What follows belongs to an exercise in optimizing a design on an open flow for small area and a short achievable clock period; a production flow would make more cautious choices. At most, simulation tests tie the RTL to the original design; equivalence was not proved. The flow treats the clock pin as an ideal source, which a real chip does not have. No activity file was given, so power comes from the tool's default toggle rates.

## old
==> flow/design.v (excerpt) <==
module Fir(reset_n,clk,x_in,y_out);
input reset_n,clk;
input [15:0]x_in;
output [23:0]y_out;
reg [13:0]r4;
reg [17:0]r3;
reg [17:0]r2;
reg [17:0]r1;
reg c3a;
reg c3b;
reg c2a;
reg c2b;
reg c1a;
reg c1b;
reg c1c;
wire zx;
wire [17:0]af_s;
wire [18:0]af_c;
wire [17:0]af_r;
wire [18:0]af_k;
wire [17:0]a3_s;
wire [18:0]a3_c;
wire [17:0]a3_r;
wire [18:0]a3_k;
wire [17:0]a2_s;
wire [18:0]a2_c;
wire [17:0]a2_r;
wire [18:0]a2_k;
wire [17:0]a1_s;
wire [18:0]a1_c;
wire [17:0]a1_r;
wire [18:0]a1_k;
wire [17:0]r1v;
wire r1s;
wire r1c;
wire [17:0]r1k;
wire r1u;
wire [13:0]yg;
wire [13:0]yp;
wire [13:0]yt;
wire [17:0]y;
wire yh1;
wire yh2;
assign zx=~(x_in[2]|x_in[1]|x_in[0]);    
fadd u1(.a(x_in[0]),.b(~x_in[3]),.c(zx),.s(af_r[0]),.co(af_k[1]));
fadd u2(.a(x_in[1]),.b(~x_in[4]),.c(af_k[1]),.s(af_r[1]),.co(af_k[2]));
fadd u3(.a(x_in[2]),.b(~x_in[5]),.c(af_k[2]),.s(af_r[2]),.co(af_k[3]));
fadd u4(.a(x_in[3]),.b(~x_in[6]),.c(af_k[3]),.s(af_r[3]),.co(af_k[4]));
fadd u5(.a(x_in[4]),.b(~x_in[7]),.c(af_k[4]),.s(af_r[4]),.co(af_k[5]));
fadd u6(.a(x_in[5]),.b(~x_in[8]),.c(af_k[5]),.s(af_r[5]),.co(af_k[6]));
fadd u7(.a(x_in[6]),.b(~x_in[9]),.c(af_k[6]),.s(af_r[6]),.co(af_k[7]));
fadd u8(.a(x_in[7]),.b(~x_in[10]),.c(af_k[7]),.s(af_r[7]),.co(af_k[8]));
fadd u9(.a(x_in[8]),.b(~x_in[11]),.c(af_k[8]),.s(af_r[8]),.co(af_k[9]));
hadd u10(.a(x_in[9]),.b(~x_in[12]),.s(af_r[9]),.co(af_k[10]));
fadd u11(.a(x_in[10]),.b(~x_in[13]),.c(af_k[10]),.s(af_r[10]),.co(af_k[11]));
fadd u12(.a(x_in[11]),.b(~x_in[14]),.c(af_k[11]),.s(af_r[11]),.co(af_k[12]));
fadd u13(.a(x_in[12]),.b(~x_in[15]),.c(af_k[12]),.s(af_r[12]),.co(af_k[13]));
xnor2m u14(.a(x_in[13]),.b(af_k[13]),.y(af_r[13]));
or2m u15(.a(x_in[13]),.b(af_k[13]),.y(af_k[14]));
xnor2m u16(.a(x_in[14]),.b(af_k[14]),.y(af_r[14]));
or2m u17(.a(x_in[14]),.b(af_k[14]),.y(af_k[15]));
xnor2m u18(.a(x_in[15]),.b(af_k[15]),.y(af_r[15]));
or2m u19(.a(x_in[15]),.b(af_k[15]),.y(af_k[16]));
assign af_r[16]=~af_k[16];
assign af_k[17]=af_k[16];
assign af_r[17]=~af_k[17];
assign af_k[18]=af_k[17];
hadd u20(.a(af_r[0]),.b(r4[0]),.s(a3_r[0]),.co(a3_k[1]));
  ...
clock: 10.0 ns
lec_check: 0
cap_margin: 20
core_margin: 2
core_utilization: 40
gpl_timing_driven: 1
setup_slack_margin: 4.3
slew_margin: 20
synth_hierarchical: 1
synth_minimum_keep_size: 0
standard.sh (not shown) runs the stock make flow with config.mk's settings and CLKGATE_MAP_FILE= SYNTH_SCRIPT=/design/flow/synth_recipe.tcl, a recipe that flattens the netlist after the stock synthesis.
==> flow/flow/run.sh <==
#!/bin/bash
# Own layout flow: the standard flow (standard.sh), with two changes:
#  - clock tree synthesis without dummy load cells (-dont_use_dummy_load),
#  - port buffers start from buf_1 instead of the flow's default choice.
# Each tool's output goes to the ORFS logs under orfs/logs/; make's own output
# goes to flow_make.log here.
set -euo pipefail
bash standard.sh \
  "CTS_ARGS=-sink_clustering_enable -repair_clock_nets -dont_use_dummy_load -sink_clustering_size 30 -buf_list {sky130_fd_sc_hd__clkbuf_4 sky130_fd_sc_hd__clkbuf_8}" \
  "BUFFER_PORTS_ARGS=-buffer_cell sky130_fd_sc_hd__buf_1" \
  finish > flow_make.log 2>&1
## Diff of input files: new against old
Settings: SETUP_SLACK_MARGIN now 4.1, was 4.3.
Findings:
Higher portion of the layout cell area used by non-clock buffers goes to old over new. When the final numbers for new and old were put side by side, the layout cell share with drive strength beyond 1 turned out to be smaller in new. Sort new and old by part of the power in the clock network asc -> top: old. Compared with old, new shows a lower power. Between old and new, the flow reports cell count decreasing slightly.
No functional check of the RTL was part of any run of this note.

---

== JK ==
Another version of the RTL of Fir (not shown whole).
For scale: ~42 I/O pins, ~0.0044 sq mm of cells after synthesis.
clock: 10.0 ns
lec_check: 0
cap_margin: 20
core_margin: 2
core_utilization: 40
gpl_timing_driven: 1
setup_slack_margin: 4.2
slew_margin: 20
synth_hierarchical: 1
synth_minimum_keep_size: 0
Scripts as last shown in full above: flow/flow/run.sh
Having completed the whole flow, JK delivered a layout that passed the timing, design-rule and antenna checks.
diff inputs: JK => MS
- GPL_TIMING_DRIVEN no longer set, was 1
- SETUP_SLACK_MARGIN now 4.1, was 4.2
## What came out
The final reports for MS and JK show post-route met1 wirelength lower in the former. Relative to JK, overall global routing resource usage increased by 0.22 points in MS. Taking JK as the reference, in MS violation count after the first detailed-route iteration now sits lower; later-pin clock latency in the skew report barely changed; final-layout clock buffer total level.
Here is what was changed in the inputs of AL compared with MS.
- a change of SETUP_SLACK_MARGIN from 4.1 to 4.3
[summary]
- Internal power of the cells was higher in AL than in MS.
- Number of nets with antenna violations after routing delta (MS -> AL): insignificant
- | sequential share of layout area | AL vs MS | 0.99 points lower |
- Leakage dissipation, AL and MS: larger value in AL
- All of AL and MS finish clean.
No functional check of the RTL was part of any run of this note.

---

Another version of the RTL of Fir (not shown whole).
For scale: roughly 0.0043 mm2 of cells after synthesis.
==> flow/config.mk <==
export PLATFORM = sky130hd
export DESIGN_NAME = Fir
export DESIGN_NICKNAME = Fir
export VERILOG_FILES = /design/flow/design.v
export SDC_FILE = /design/flow/constraint.sdc
export NUM_CORES = 4
export LEC_CHECK = 0
export CAP_MARGIN = 20
export CORE_MARGIN = 2
export CORE_UTILIZATION = 40
export GPL_TIMING_DRIVEN = 1
export SETUP_SLACK_MARGIN = 4.4
export SLEW_MARGIN = 20
export SYNTH_HIERARCHICAL = 1
export SYNTH_MINIMUM_KEEP_SIZE = 0
==> flow/constraint.sdc <==
create_clock -name core_clock -period 10.0 [get_ports {clk}]
set_input_delay 2.0000 -clock core_clock [delete_from_list [all_inputs] [get_ports {clk}]]
set_output_delay 2.0000 -clock core_clock [all_outputs]
set_load 0.01 [all_outputs]
==> flow/flow/run.sh <==
#!/bin/bash
# Own layout flow: the standard flow (standard.sh), with these changes:
#  - clock tree synthesis without dummy load cells (-dont_use_dummy_load),
#  - port buffers start from buf_1 instead of the flow's default choice,
set -euo pipefail
bash standard.sh \
  "CTS_ARGS=-sink_clustering_enable -repair_clock_nets -dont_use_dummy_load -sink_clustering_size 30 -buf_list {sky130_fd_sc_hd__clkbuf_4 sky130_fd_sc_hd__clkbuf_8}" \
  "BUFFER_PORTS_ARGS=-buffer_cell sky130_fd_sc_hd__buf_1" \
  "POST_CTS_TCL=$PWD/flow/post_cts.tcl" \
  finish > flow_make.log 2>&1
==> flow/flow/post_cts.tcl <==
set limit 0.105
proc worst_clk_slew {} {
  set ms 0
  foreach p [get_pins -of_objects [all_registers] -filter "direction==input"] {
    if {[get_property $p name] != "CLK"} continue
    set s [get_property $p slew_max]
    if {$s > $ms} { set ms $s }
  }
  return $ms
}
estimate_parasitics -placement
puts "post_cts: worst clock-pin slew before [worst_clk_slew]"
set block [ord::get_db_block]
foreach inst [$block getInsts] {
  set m [[$inst getMaster] getName]
  if {$m != "sky130_fd_sc_hd__clkbuf_8"} continue
  set name [$inst getName]
  if {![string match "clkbuf_*_f_clk" $name]} continue
  set kept sky130_fd_sc_hd__clkbuf_8
  foreach try {sky130_fd_sc_hd__clkbuf_4 sky130_fd_sc_hd__clkbuf_2} {
    replace_cell [get_cells $name] $try
    estimate_parasitics -placement
    set s [worst_clk_slew]
    if {$s > $limit} { break }
    set kept $try
  }
  replace_cell [get_cells $name] $kept
  estimate_parasitics -placement
  puts "post_cts: $name -> $kept"
}
detailed_placement
check_placement -verbose
estimate_parasitics -placement
puts "post_cts: worst clock-pin slew after [worst_clk_slew]"
The baseline finished with timing, DRC and antenna clean.
Change:
==> flow/flow/run.sh (replaced) <==
#!/bin/bash
# Own layout flow: the standard flow (standard.sh), with two changes:
#  - clock tree synthesis without dummy load cells (-dont_use_dummy_load),
#  - port buffers start from buf_1 instead of the flow's default choice.
# Each tool's output goes to the ORFS logs under orfs/logs/; make's own output
# goes to flow_make.log here.
set -euo pipefail
bash standard.sh \
  "CTS_ARGS=-sink_clustering_enable -repair_clock_nets -dont_use_dummy_load -sink_clustering_size 30 -buf_list {sky130_fd_sc_hd__clkbuf_4 sky130_fd_sc_hd__clkbuf_8}" \
  "BUFFER_PORTS_ARGS=-buffer_cell sky130_fd_sc_hd__buf_1" \
  finish > flow_make.log 2>&1
removed: flow/flow/post_cts.tcl
Result:
- clock power is higher by about 17%
- wire length hardly moves
- total power is higher by 2.2%
- design area is higher by about 1%
- sequential power stays flat

---

try-violet:
Starting RTL as in the previous note.
## Fir
module Fir(reset_n,clk,x_in,y_out);
input reset_n,clk;
input [15:0]x_in;
output [23:0]y_out;
reg [13:0]r4;
reg [17:0]r3;
reg [17:0]r2;
reg [17:0]r1;
reg c3_9;
reg c2_9;
reg c1_9;
wire zx;
wire [17:0]a3_s;
wire [18:0]a3_c;
wire [17:0]a3_r;
wire [18:0]a3_k;
wire [17:0]a2_s;
wire [18:0]a2_c;
wire [17:0]a2_r;
wire [18:0]a2_k;
wire [17:0]a1_s;
wire [18:0]a1_c;
wire [17:0]a1_r;
wire [18:0]a1_k;
wire [17:0]r1i9;
wire r1i9_k10;
wire r1i9_k11;
wire r1i9_k12;
wire r1i9_k13;
wire r1i9_k14;
wire r1i9_k15;
wire r1i9_k16;
wire r1i9_k17;
wire [13:0]yg;
wire [13:0]yp;
wire [13:0]yt;
wire [17:0]y;
wire yh1;
wire yh2;
assign zx=~(x_in[2]|x_in[1]|x_in[0]);    
fadd u1(.a(x_in[0]),.b(~x_in[3]),.c(r4[0]),.s(a3_s[0]),.co(a3_c[1]));
fadd u2(.a(x_in[1]),.b(~x_in[4]),.c(r4[1]),.s(a3_s[1]),.co(a3_c[2]));
fadd u3(.a(x_in[2]),.b(~x_in[5]),.c(r4[2]),.s(a3_s[2]),.co(a3_c[3]));
fadd u4(.a(x_in[3]),.b(~x_in[6]),.c(r4[3]),.s(a3_s[3]),.co(a3_c[4]));
fadd u5(.a(x_in[4]),.b(~x_in[7]),.c(r4[4]),.s(a3_s[4]),.co(a3_c[5]));
fadd u6(.a(x_in[5]),.b(~x_in[8]),.c(r4[5]),.s(a3_s[5]),.co(a3_c[6]));
fadd u7(.a(x_in[6]),.b(~x_in[9]),.c(r4[6]),.s(a3_s[6]),.co(a3_c[7]));
fadd u8(.a(x_in[7]),.b(~x_in[10]),.c(r4[7]),.s(a3_s[7]),.co(a3_c[8]));
fadd u9(.a(x_in[8]),.b(~x_in[11]),.c(r4[8]),.s(a3_s[8]),.co(a3_c[9]));
fadd u10(.a(x_in[9]),.b(~x_in[12]),.c(r4[9]),.s(a3_s[9]),.co(a3_c[10]));
fadd u11(.a(x_in[10]),.b(~x_in[13]),.c(r4[10]),.s(a3_s[10]),.co(a3_c[11]));
fadd u12(.a(x_in[11]),.b(~x_in[14]),.c(r4[11]),.s(a3_s[11]),.co(a3_c[12]));
fadd u13(.a(x_in[12]),.b(~x_in[15]),.c(r4[12]),.s(a3_s[12]),.co(a3_c[13]));
xnor2m u14(.a(x_in[13]),.b(r4[13]),.y(a3_s[13]));
or2m u15(.a(x_in[13]),.b(r4[13]),.y(a3_c[14]));
xnor2m u16(.a(x_in[14]),.b(a3_c[14]),.y(a3_s[14]));
or2m u17(.a(x_in[14]),.b(a3_c[14]),.y(a3_c[15]));
xnor2m u18(.a(x_in[15]),.b(a3_c[15]),.y(a3_s[15]));
or2m u19(.a(x_in[15]),.b(a3_c[15]),.y(a3_c[16]));
hadd u20(.a(a3_s[0]),.b(zx),.s(a3_r[0]),.co(a3_k[1]));
  ...
export LEC_CHECK = 0
export CAP_MARGIN = 20
export CORE_MARGIN = 2
export CORE_UTILIZATION = 40
export GPL_TIMING_DRIVEN = 1
export SETUP_SLACK_MARGIN = 4.3
export SLEW_MARGIN = 20
export SYNTH_HIERARCHICAL = 1
export SYNTH_MINIMUM_KEEP_SIZE = 0
create_clock -name core_clock -period 10.0 [get_ports {clk}]
==> flow/flow/run.sh <==
#!/bin/bash
# Own layout flow: the standard flow (standard.sh), with two changes:
#  - clock tree synthesis without dummy load cells (-dont_use_dummy_load),
#  - port buffers start from buf_1 instead of the flow's default choice.
# Each tool's output goes to the ORFS logs under orfs/logs/; make's own output
# goes to flow_make.log here.
set -euo pipefail
bash standard.sh \
  "CTS_ARGS=-sink_clustering_enable -repair_clock_nets -dont_use_dummy_load -sink_clustering_size 30 -buf_list {sky130_fd_sc_hd__clkbuf_4 sky130_fd_sc_hd__clkbuf_8}" \
  "BUFFER_PORTS_ARGS=-buffer_cell sky130_fd_sc_hd__buf_1" \
  finish > flow_make.log 2>&1
The following lists how try-umber was set up differently from try-violet:
- changing SETUP_SLACK_MARGIN from 4.3 to 4.4
- changing CORE_UTILIZATION from 40 to 55
==> flow/flow/run.sh <==
#!/bin/bash
# Own layout flow: the standard flow (standard.sh), with these changes:
#  - clock tree synthesis without dummy load cells (-dont_use_dummy_load),
#  - port buffers start from buf_1 instead of the flow's default choice,
set -euo pipefail
bash standard.sh \
  "CTS_ARGS=-sink_clustering_enable -repair_clock_nets -dont_use_dummy_load -sink_clustering_size 30 -buf_list {sky130_fd_sc_hd__clkbuf_4 sky130_fd_sc_hd__clkbuf_8}" \
  "BUFFER_PORTS_ARGS=-buffer_cell sky130_fd_sc_hd__buf_1" \
  "POST_CTS_TCL=$PWD/flow/post_cts.tcl" \
  finish > flow_make.log 2>&1
==> flow/flow/post_cts.tcl (new file) <==
set limit 0.105
proc worst_clk_slew {} {
  set ms 0
  foreach p [get_pins -of_objects [all_registers] -filter "direction==input"] {
    if {[get_property $p name] != "CLK"} continue
    set s [get_property $p slew_max]
    if {$s > $ms} { set ms $s }
  }
  return $ms
}
estimate_parasitics -placement
puts "post_cts: worst clock-pin slew before [worst_clk_slew]"
set block [ord::get_db_block]
foreach inst [$block getInsts] {
  set m [[$inst getMaster] getName]
  if {$m != "sky130_fd_sc_hd__clkbuf_8"} continue
  set name [$inst getName]
  if {![string match "clkbuf_*_f_clk" $name]} continue
  set kept sky130_fd_sc_hd__clkbuf_8
  foreach try {sky130_fd_sc_hd__clkbuf_4 sky130_fd_sc_hd__clkbuf_2} {
    replace_cell [get_cells $name] $try
    estimate_parasitics -placement
    set s [worst_clk_slew]
    if {$s > $limit} { break }
    set kept $try
  }
  replace_cell [get_cells $name] $kept
  estimate_parasitics -placement
  puts "post_cts: $name -> $kept"
}
detailed_placement
check_placement -verbose
estimate_parasitics -placement
puts "post_cts: worst clock-pin slew after [worst_clk_slew]"
[summary]
try-umber: flow completed, timing, DRC and antenna clean. [try-umber vs try-violet] floorplan die width: lower in try-umber. Per the comparison of try-umber with try-violet, worst slew slack as a fraction of its limit fell by 0.32 points; design area now sits lower. Compared try-umber vs try-violet, and number of filler cells placed in the layout is down in try-umber.
Input-level comparison between try-nickel and try-umber:
- CORE_UTILIZATION: 55 -> 40
- PLACE_DENSITY: unset -> 0.7
Findings:
Minimum period implied by the final worst setup slack was higher in try-umber than in try-nickel.
In try-nickel relative to try-umber, post-detailed-routing wire length had gone up by a few percent.
Global-route usage over all layers for try-nickel is lower than for try-umber.
Going from try-umber to try-nickel, fraction of standard cell area in multi-input logic fell 0.16 points; clock skew saw little to no change.
Going from try-umber to try-nickel, total instance count after detailed placement went up 34; transition time at the pin with the least slew margin went down 0.0095 ns.

==> port drivers added, routing unchanged <==
In the flow no input, the clock included, has a driving cell. The finished layouts below were timed again as built, in two steps.
Step 1 assumes that a clkbuf_16 drives the clock port and a buf_2 every other input.
Step 2, shift: input delay + t, output delay - t, t = (earliest + latest rising clock arrival at the registers) / 2. This alone moves slack from input paths to output paths.
Three values: ideal, step 1, step 2; two values: the first two.
| run | shift t [ns] | setup slack, ns | pins driven straight from the clock port |
|---|---|---|---|
| old | 0.366 | 4.174 / 4.164 / 3.798 | 1 |
| new | 0.373 | 4.119 / 4.123 / 3.750 | 1 |
| JK | 0.356 | 4.277 / 4.245 / 3.958 | 1 |
| MS | 0.367 | 4.224 / 4.200 / 3.875 | 1 |
| AL | 0.378 | 4.373 / 4.343 / 4.061 | 1 |
| the first run of note 3 | 0.362 | 4.502 / 4.491 / 4.129 | 1 |
| the second run of note 3 | 0.360 | 4.497 / 4.497 / 4.137 | 1 |
| try-violet | 0.355 | 4.405 / 4.395 / 4.040 | 1 |
| try-umber | 0.357 | 4.487 / 4.490 / 4.133 | 1 |
| try-nickel | 0.364 | 4.519 / 4.494 / 4.146 | 1 |
After both steps setup and hold are still met in every run listed. The setup slack of old, which loses most, moves by -0.010 ns with the drivers and by -0.376 ns with both steps.
